Source: an optimization exercise on an open RTL-to-GDS flow (aim: small area). Production flows keep margins and buffers that such runs may drop.
RTL that was checked went through simulation tests only; none was proved equivalent to the original.
The RTL of run 1 was laid out without a check of its function.

==> flow/design.v, too long to show whole: its modules and the start of the top module <==
// module signed_mult: 746 lines
// module dsm_add: 86 lines
// module lz_xstep: 110 lines
// module mac_brow: 10 lines
// module mac_benc: 7 lines
// module mac_bsel: 5 lines
// module mac_bsel0: 5 lines
// module mac_fa: 6 lines
// module mac_ha: 6 lines
// module mac_maj: 5 lines
// module Slowclock: 13 lines
// module Lorenz: 50 lines
// module lz_next: 6 lines
// module second_DSM_DAC: 26 lines
// module Lorenz3D: 41 lines
module Lorenz3D(
    clk,
    rst,
    x_init,
    y_init,
    z_init,
    pinX,
    pinY,
    pinZ,
    x,
    y,
    z
    );
  // ...
==> flow/flow/run.sh <==
#!/bin/bash
# Layout flow: the standard synthesis and layout, with one extra step
# between them: combinational cells that synthesis sized up but that drive
# few loads are set back to their smallest drive strength (registers are
# left as synthesis made them); the layout's own timing repair sizes up
# again wherever timing needs it.  Port buffers use the smallest buffer.
set -euo pipefail
bash standard.sh synth > synth.log 2>&1
RESULTS=orfs/results/$FLOW_PLATFORM/Lorenz3D/base \
  openroad -no_init -exit flow/downsize.tcl > downsize.log 2>&1
BUFFER_PORTS_ARGS="-buffer_cell sky130_fd_sc_hd__buf_1" \
  bash standard.sh > layout.log 2>&1
==> flow/flow/downsize.tcl <==
set odb $::env(RESULTS)/1_synth.odb
read_db $odb
set db [ord::get_db]
set block [ord::get_db_block]
set n 0
set saved 0.0
foreach inst [$block getInsts] {
  set master [$inst getMaster]
  set name [$master getName]
  if {[$master isSequential]} { continue }
  if {![regexp {^(sky130_fd_sc_hd__([a-z0-9]+))_([0-9]+)$} $name -> base func size]} { continue }
  if {[regexp {^(df|edf|sdf|dl|buf|clk|conb|tap|fill|decap|diode|fa$|ha$)} $func]} { continue }
  set fanout 0
  foreach it [$inst getITerms] {
    if {[$it isOutputSignal]} {
      set net [$it getNet]
      if {$net ne "NULL"} {
        incr fanout [expr {[llength [$net getITerms]] + [llength [$net getBTerms]] - 1}]
      }
    }
  }
  if {$fanout > 4} { continue }
  foreach s {0 1} {
    if {$s >= $size} { break }
    set m [$db findMaster ${base}_$s]
    if {$m ne "NULL"} {
      set saved [expr {$saved + ([$master getWidth] - [$m getWidth]) * [$master getHeight] / 1e6}]
      $inst swapMaster $m
      incr n
      break
    }
  }
}
puts "downsized $n instances, [format %.1f $saved] um^2"
write_db $odb
==> flow/standard.sh <==
#!/bin/bash
# synth_recipe.tcl (not shown) runs the flow's synth.tcl, then flattens the netlist and writes it again
# the make line also repeats each setting of config.mk as NAME=value (left out here)
make -C /OpenROAD-flow-scripts/flow DESIGN_CONFIG=/design/flow/config.mk WORK_HOME=/design/flow/orfs CLKGATE_MAP_FILE= SYNTH_SCRIPT=/design/flow/synth_recipe.tcl "${@:-finish}"
==> flow/config.mk <==
export PLATFORM = sky130hd
export DESIGN_NAME = Lorenz3D
export DESIGN_NICKNAME = Lorenz3D
export VERILOG_FILES = /design/flow/design.v
export SDC_FILE = /design/flow/constraint.sdc
export NUM_CORES = 4
export LEC_CHECK = 0
export CAP_MARGIN = 0
export CORE_MARGIN = 2
export CORE_UTILIZATION = 60
export CTS_BUF_LIST = sky130_fd_sc_hd__clkbuf_8
export CTS_CLUSTER_DIAMETER = 50
export CTS_CLUSTER_SIZE = 12
export SLEW_MARGIN = 0
export SYNTH_HIERARCHICAL = 1
==> flow/constraint.sdc <==
create_clock -name core_clock -period 18.0 [get_ports {clk}]
set_input_delay 3.6000 -clock core_clock [delete_from_list [all_inputs] [get_ports {clk}]]
set_output_delay 3.6000 -clock core_clock [all_outputs]
set_load 0.01 [all_outputs]
==> impl_metrics.json, run 1 <==
{
  "status": "no timing/DRC/antenna violations",
  "clk_path_buf_depth": 3,
  "ctsHoldBuffers": 0,
  "setup_slack_ps": 668,
  "min_path_type": "reg -> reg",
  "globalplace.congestion": 0.925,
  "cts_tree": "done",
  "tapCellCount": 688,
  "final_cell_mix": "fa_1, xnor2_1, a22oi_1",
  "crit_path_frequent_cell": "fa_1",
  "nMultiInputCombCells": 2335,
  "relSlewSlack": 0.258,
  "holdPathStages": 2,
  "postCtsSetupRepairBufs": 0,
  "globalRoute.busiestLayer": "met2",
  "cp_slowest_cell": "fa_1",
  "cts_max_level": 2,
  "arrival_ps": 17840,
  "multi_input_area_um2": 25800,
  "area_growth_pct": 9.30,
  "worst_pin_slew_ps": 1110,
  "num_io_pins": 197,
  "fillers": 4165,
  "crit_end": "L1.x[31]",
  "hold_viol_final": 0,
  "grt_overflow": 0,
  "required_ps": 18510,
  "met1_usage": 0.500,
  "cp.depth": 46,
  "fin_crit_sh": 0.963,
  "use_met2": 0.630,
  "dr_wl_met2_um": 50400,
  "crit_path_start": "L1.x[0]",
  "startpoint_type": "flip-flop",
  "antenna_found_initial": 4
}
==> module Lorenz, before the edit <==
module Lorenz(clk, rst, phase, x_init, y_init, z_init, x, y, z);
    input wire clk;
    input wire rst;
    input wire [1:0] phase;
    input wire [31:0] x_init;
    input wire [31:0] y_init;
    input wire [31:0] z_init;
    output reg [31:0] x;
    output reg [31:0] y;
    output reg [31:0] z;
    localparam [31:0] NEGB = 32'hFAAA_AAAB;    
    reg [31:0] t;
    wire sa = rst || phase == 2'd3;
    wire sb = !rst && phase == 2'd0;
    wire sc = !rst && phase == 2'd1;
    wire [26:0] zor;
    assign zor[0] = 1'b0;
    genvar i;
    generate for (i = 1; i < 27; i = i + 1) begin : zo
        assign zor[i] = zor[i-1] | z[i-1];
    end endgenerate
    wire [31:0] w;
    assign w[26:0] = z[26:0] ^ zor;
    assign w[31:27] = ~z[31:27] + 5'b00111 + {4'b0, ~(zor[26] | z[26])};
    wire [31:0] xd, yd, zd;
    wire [23:0] ma = sa ? zd[31:8] : x[31:8];
    wire [31:0] mb = (rst || phase[1]) ? NEGB : phase[0] ? w : y;
    wire [31:0] mc = sa ? zd : sb ? t : y;
    wire [23:0] mr = {24{sc}} & ~y[31:8];
    wire        mcin = sc || (sa && (ma != 24'd0));
    wire [31:0] mo;
    signed_mult mac (.a(ma), .b(mb), .c(mc), .r(mr), .cin(mcin), .out(mo));
    wire [31:0] xn;
    lz_xstep xs (.x(x), .y(y), .xn(xn));
    always @(posedge clk)
    begin
        if (sa || sb)
            t <= mo;
    end
    wire sh = !rst && phase != 2'd1;
    lz_next nx (.init(x_init), .nw(xn), .q(x), .si(rst), .sn(sc), .sh(sh), .d(xd));
    lz_next ny (.init(y_init), .nw(mo), .q(y), .si(rst), .sn(sc), .sh(sh), .d(yd));
    lz_next nz (.init(z_init), .nw(t),  .q(z), .si(rst), .sn(sc), .sh(sh), .d(zd));
    always @(posedge clk)
    begin
        x <= xd;
        y <= yd;
        z <= zd;
    end
endmodule
==> inputs of run 2 (changes only) <==
--- a/flow/design.v
+++ b/flow/design.v
@@ -1013,6 +1013,5 @@
     localparam [31:0] NEGB = 32'hFAAA_AAAB;    
     reg [31:0] t;
-    wire sa = rst || phase == 2'd3;
-    wire sb = !rst && phase == 2'd0;
+    wire sa = rst || phase[1];
     wire sc = !rst && phase == 2'd1;
     wire [26:0] zor;
@@ -1027,6 +1026,6 @@
     wire [31:0] xd, yd, zd;
     wire [23:0] ma = sa ? zd[31:8] : x[31:8];
-    wire [31:0] mb = (rst || phase[1]) ? NEGB : phase[0] ? w : y;
-    wire [31:0] mc = sa ? zd : sb ? t : y;
+    wire [31:0] mb = sa ? NEGB : phase[0] ? w : y;
+    wire [31:0] mc = sa ? zd : phase[0] ? y : t;
     wire [23:0] mr = {24{sc}} & ~y[31:8];
     wire        mcin = sc || (sa && (ma != 24'd0));
@@ -1036,8 +1035,5 @@
     lz_xstep xs (.x(x), .y(y), .xn(xn));
     always @(posedge clk)
-    begin
-        if (sa || sb)
-            t <= mo;
-    end
+        t <= mo;
     wire sh = !rst && phase != 2'd1;
     lz_next nx (.init(x_init), .nw(xn), .q(x), .si(rst), .sn(sc), .sh(sh), .d(xd));
==> run 2 against run 1 <==
Net effect: flip-flop and latch count stayed put; count of clock-buffer cells in the layout is 4 lower; highest routed layer is now met4; fmax is 0.25% higher; die area is 1.1% lower; clock skew is 10 ps higher; register-to-register slack better by 40 ps; routed wire length is 4.8% lower; still clean; core utilization is 0.72 points lower; cell count is 0.79% lower.
==> impl_metrics.json, run 2 <==
{
  "startpoint_type": "flip-flop",
  "reg2reg_to": "L1.x[31]",
  "wl_um": 99500,
  "finalSetupViolCount": 0,
  "cts_max_level": 1,
  "grt_usage": 0.374,
  "multi_input_area_um2": 25700,
  "die-width_um": 234,
  "reg2reg_from": "L1.x[0]",
  "clock-sinks": 256,
  "vias": 24600,
  "r2r_cells": 46,
  "crit_end": "L1.x[31]",
  "clk_path_buf_depth": 3,
  "postCtsSetupRepairBufs": 0,
  "crit_fanout": 4,
  "fin_setup_tns_ps": 0,
  "antenna_found_initial": 2,
  "num-nets-final": 3934,
  "cts_buffers": 31,
  "dp_hpwl_um": 71700,
  "core_um2": 52300,
  "ctsHoldBuffers": 0,
  "cap_violations": 0,
  "whs_ps": 495,
  "cp-end-kind": "flip-flop",
  "rsz0062_at_grt": "false",
  "syn_inst": 2791,
  "drv_slew": 0,
  "crit_path_frequent_cell": "fa_1",
  "cts_tree": "done",
  "dpl.cell_count": 3732,
  "drive_above_1_share": 0.0588,
  "num_rows": 84,
  "post_drt_via_cell_ratio": 6.50,
  "grt_pass1_wl_um": 155000,
  "skew_ps": 64.5,
  "timing.final.crit_period_ps": 17290,
  "min_path_type": "reg -> reg",
  "area_growth_pct": 8.70,
  "cp_slowest_cell": "fa_2",
  "num_io_pins": 197,
  "drtIter0Drc": 2676,
  "grt_max_degree": 86,
  "cts_root_buffer": "clkbuf_8",
  "clk_latency_ps": 690,
  "relSlewSlack": 0.188,
  "ctsResizeCount": 0,
  "crit_path_start": "L1.x[0]",
  "final_cell_mix": "fa_1, xnor2_1, a22oi_1",
  "syn_area_um2": 31700,
  "start_util": 0.605,
  "final_cells": 3786,
  "globalplace.congestion": 0.898,
  "path_clk_slew_ps": 90,
  "critical_path_class": "reg -> reg",
  "hold_viol_final": 0,
  "die_h_um": 234,
  "syn_area_per_cell_um2": 11.3,
  "arrival_ps": 17820,
  "ant_nets": 0,
  "final_common_cell": "fa_1",
  "dieArea_um2": 54600,
  "grt_pass1_vias": 26400,
  "status": "no timing/DRC/antenna violations",
  "timing.fmax_ghz": 0.0578,
  "drc": 0,
  "area.sequential_um2": 5130,
  "wl_per_cell_um": 26.3,
  "slowest_delay_ps": 580,
  "r2r_setup_slack_ps": 710,
  "final_core_util": 0.658,
  "synth_warnings": 9,
  "drt_pre_antenna_iters": 10,
  "fillers": 4275,
  "worst_pin_slew_ps": 1220,
  "required_ps": 18530,
  "grt_overflow": 0,
  "numPortBuffers": 196,
  "fin_crit_sh": 0.960
}
[run 2: cell count changes in the layout (fill, tap and decap cells not counted), sizes merged, moves of 3 or more]
cell / before / now
clkinv: 9 / 6
nand2: 146 / 141
edfxtp: 32 / 0
buf: 292 / 282
clkbuf: 39 / 35
dfxtp: 224 / 256
nor4: 10 / 7
[run 2: how the worst min path moves through the flow]
| stage | start | to | slack (ps) | depth (start not counted) |
|---|---|---|---|---|
| floorplan | clock.phase[0] | clock.phase[0] | 420 | 1 |
| global placement | L1.t[4] | L1.z[4] | 480 | 2 |
| detailed placement | L1.t[5] | L1.z[5] | 490 | 2 |
| CTS | L1.t[21] | L1.z[21] | 500 | 2 |
| global route | L1.t[21] | L1.z[21] | 530 | 2 |
| finish | L1.t[21] | L1.z[21] | 500 | 2 |
[run 2: metal layers]
layer / part of all wire / up-vias / global-route usage
li1: - / 10300 / -
met1: 0.38 / 12600 / 0.492
met2: 0.48 / 1421 / 0.607
met3: 0.092 / 298 / 0.0645
met4: 0.051 / 0 / 0.175
met5: 0 / - / 0
[run 2: critical path: cells and delay by family, from the launching register on]
kind,cells,cell delay [ps]
flip-flops,1,370
adder cells (fa/ha/maj),42,16170
buffers and inverters,2,130
AO/OA/AOI/OAI,1,280
XOR/XNOR,1,170
[run 2: cell type report]
cell class	instances	share of cell area
multi-input cells	2323	0.747
flip-flops and latches	256	0.149
repair buffers	283	0.0405
well taps	688	0.0250
inverters	182	0.0199
clock buffers	34	0.0136
clock inverters	18	0.00502
diodes	2	0.000145
[run 2: through the flow]
| step | cell area, um^2 | setup WS [ps] |
|---|---|---|
| 2_1_floorplan | 31800 | 1260 |
| 3_3_place_gp | 33800 | 678 |
| 6_report | 34400 | 711 |
| 3_5_place_dp | 33800 | 608 |
| 4_1_cts | 34400 | 541 |
| 5_1_grt | 34400 | 20.7 |
==> inputs of run 3 (changes only) <==
--- a/flow/flow/run.sh
+++ b/flow/flow/run.sh
@@ -9,4 +9,4 @@
 RESULTS=orfs/results/$FLOW_PLATFORM/Lorenz3D/base \
   openroad -no_init -exit flow/downsize.tcl > downsize.log 2>&1
-BUFFER_PORTS_ARGS="-buffer_cell sky130_fd_sc_hd__buf_1" \
+RECOVER_POWER=100 BUFFER_PORTS_ARGS="-buffer_cell sky130_fd_sc_hd__buf_1" \
   bash standard.sh > layout.log 2>&1
--- a/flow/config.mk
+++ b/flow/config.mk
@@ -9,7 +9,7 @@
 export CORE_MARGIN = 2
 export CORE_UTILIZATION = 60
-export CTS_BUF_LIST = sky130_fd_sc_hd__clkbuf_8
-export CTS_CLUSTER_DIAMETER = 50
-export CTS_CLUSTER_SIZE = 12
+export CTS_BUF_LIST = sky130_fd_sc_hd__clkbuf_16
+export CTS_CLUSTER_DIAMETER = 60
+export CTS_CLUSTER_SIZE = 20
 export SLEW_MARGIN = 0
 export SYNTH_HIERARCHICAL = 1
==> run 3 against run 2 <==
Net effect: now fails the layout checks on max-capacitance violations, max-slew violations; count of clock-buffer cells in the layout fell by 8; synthesized cell count is the same; fmax down 0.77%; first-iteration DRC count up 1.4%; worst hold slack gained 27 ps; global-route usage increased by 0.11 points; worst setup slack worse by 130 ps; die area unchanged; sequential share of layout area shrank 0.12 points; highest routed layer unchanged.
==> impl_metrics.json, run 3 <==
{
  "cts_root_buffer": "clkbuf_16",
  "final_cell_mix": "fa_1, xnor2_1, a22oi_1",
  "crit_fanout": 49,
  "clock-sinks": 256,
  "final_common_cell": "fa_1",
  "drive_above_1_share": 0.0547,
  "syn_inst": 2791,
  "rsz0062_at_grt": "false",
  "dpl.cell_count": 3732,
  "grt_max_degree": 86,
  "post_drt_via_cell_ratio": 6.49,
  "synth_warnings": 9,
  "slowest_delay_ps": 1630,
  "start_util": 0.605,
  "crit_path_frequent_cell": "fa_1",
  "cp_slowest_cell": "clkinvlp_2",
  "timing.final.crit_period_ps": 17420,
  "final_cells": 3780,
  "num_rows": 84,
  "timing.fmax_ghz": 0.0574,
  "grt_pass1_wl_um": 155000,
  "clk_latency_ps": 590,
  "vias": 24500,
  "ant_nets": 0,
  "grt_overflow": 0,
  "startpoint_type": "input port",
  "fillers": 4249,
  "required_ps": 18440,
  "cap_violations": 4,
  "ctsResizeCount": 0,
  "die_h_um": 234,
  "postCtsSetupRepairBufs": 0,
  "antenna_found_initial": 1,
  "drt_pre_antenna_iters": 10,
  "cts_buffers": 26,
  "cts_tree": "done",
  "numPortBuffers": 196,
  "hold_viol_final": 0,
  "critical_path_class": "in -> reg",
  "worst_pin_slew_ps": 3610,
  "dp_hpwl_um": 71700,
  "relSlewSlack": -1.41,
  "use_met3": 0.0612,
  "core_um2": 52300,
  "drc": 0,
  "met1_usage": 0.496,
  "drtIter0Drc": 2713,
  "so_faults": "max-capacitance violations, max-slew violations",
  "globalRoute.busiestLayer": "met2",
  "cts_max_level": 1,
  "path_clk_slew_ps": 80,
  "grt_usage": 0.375,
  "num_io_pins": 197,
  "die-width_um": 234,
  "finalSetupViolCount": 0,
  "wl_um": 99800,
  "skew_ps": 42.4,
  "num-nets-final": 3929,
  "drv_slew": 213,
  "clk_path_buf_depth": 3,
  "fin_crit_sh": 0.968,
  "syn_area_per_cell_um2": 11.3,
  "globalplace.congestion": 0.898,
  "fin_setup_tns_ps": 0,
  "cp-end-kind": "flip-flop",
  "status": "complete, but fails checks",
  "wl_per_cell_um": 26.4,
  "min_path_type": "reg -> reg",
  "arrival_ps": 17860,
  "use_met2": 0.611,
  "area_growth_pct": 9.61,
  "syn_area_um2": 31700,
  "grt_pass1_vias": 26300,
  "ctsHoldBuffers": 0,
  "dieArea_um2": 54600
}
[run 3: final timing paths]
path / to / cells after the start / slack (ps) / start
worst max-delay path: L1.y[26] / 35 / 580 / rst
worst min-delay path: L1.z[21] / 2 / 520 / L1.t[21]
worst max register to register: L1.x[31] / 46 / 740 / L1.x[0]
worst min register to register: L1.z[21] / 2 / 520 / L1.t[21]
[run 3: layer usage]
metal / share of wire / wire length [um]
met3: 0.091 / 9050
met1: 0.38 / 37400
met4: 0.052 / 5150
met5: 0 / 0
met2: 0.48 / 48200
[run 3: stage by stage]
stage / utilization / setup slack (ps) / hold WS (ps) / instance area (um^2)
6_report: 0.663 / 577 / 523 / 34700
3_3_place_gp: 0.645 / 678 / 482 / 33800
3_5_place_dp: 0.645 / 608 / 487 / 33800
2_1_floorplan: - / 1260 / 422 / 31800
5_1_grt: 0.663 / 18.6 / 535 / 34700
4_1_cts: 0.664 / 543 / 498 / 34700
[run 3: area by class of cell]
cell class / count / area (um^2) / share of cell area
clock inverter: 21 / 320 / 0.00923
tap: 688 / 861 / 0.0248
clock buffer: 26 / 651 / 0.0187
inverter: 182 / 684 / 0.0197
multi-input combinational: 2323 / 25700 / 0.741
timing repair buffer: 283 / 1360 / 0.0390
sequential: 256 / 5130 / 0.148
antenna: 1 / 2.50 / 0.0000721
[run 3: worst max-delay path, delay by kind of cell]
family	cells	cell delay, ps
buffers and inverters	6	4660
AOI/OAI and AO/OA	12	4470
adders and majority gates	7	2990
and+or+nand+nor	8	1700
xor gates and xnor gates	2	330

## port drivers added, routing unchanged
How much do the figures lean on ideal ports? The routed layouts below were timed once more, with nothing changed but the port constraints. Step 1 (the two cells are an assumption about what drives the block):
set clk [get_ports {clk}]
set_driving_cell -lib_cell sky130_fd_sc_hd__clkbuf_16 $clk
set_driving_cell -lib_cell sky130_fd_sc_hd__buf_2 [delete_from_list [all_inputs] $clk]
Step 2, shift: input delay + t, output delay - t, t = (earliest + latest rising clock arrival at the registers) / 2. This alone moves slack from input paths to output paths. a / b / c = no drivers / after step 1 / after step 2; a / b = the first two.
run	t (ns)	setup slack, ns	hold slack, ns	worst setup path after step 2	pins driven straight from the clock port
run 1	0.666	0.668 / 0.668 / 0.668	0.520 / 0.520 / 0.520	register to register	1
run 2	0.717	0.711 / 0.711 / 0.711	0.495 / 0.495 / 0.495	register to register	1
run 3	0.630	0.577 / 0.594 / -0.036	0.523 / 0.523 / 0.523	input to register	1
For run 3, which loses most, drivers alone change the setup slack by +0.017 ns; drivers and shift together by -0.613 ns.
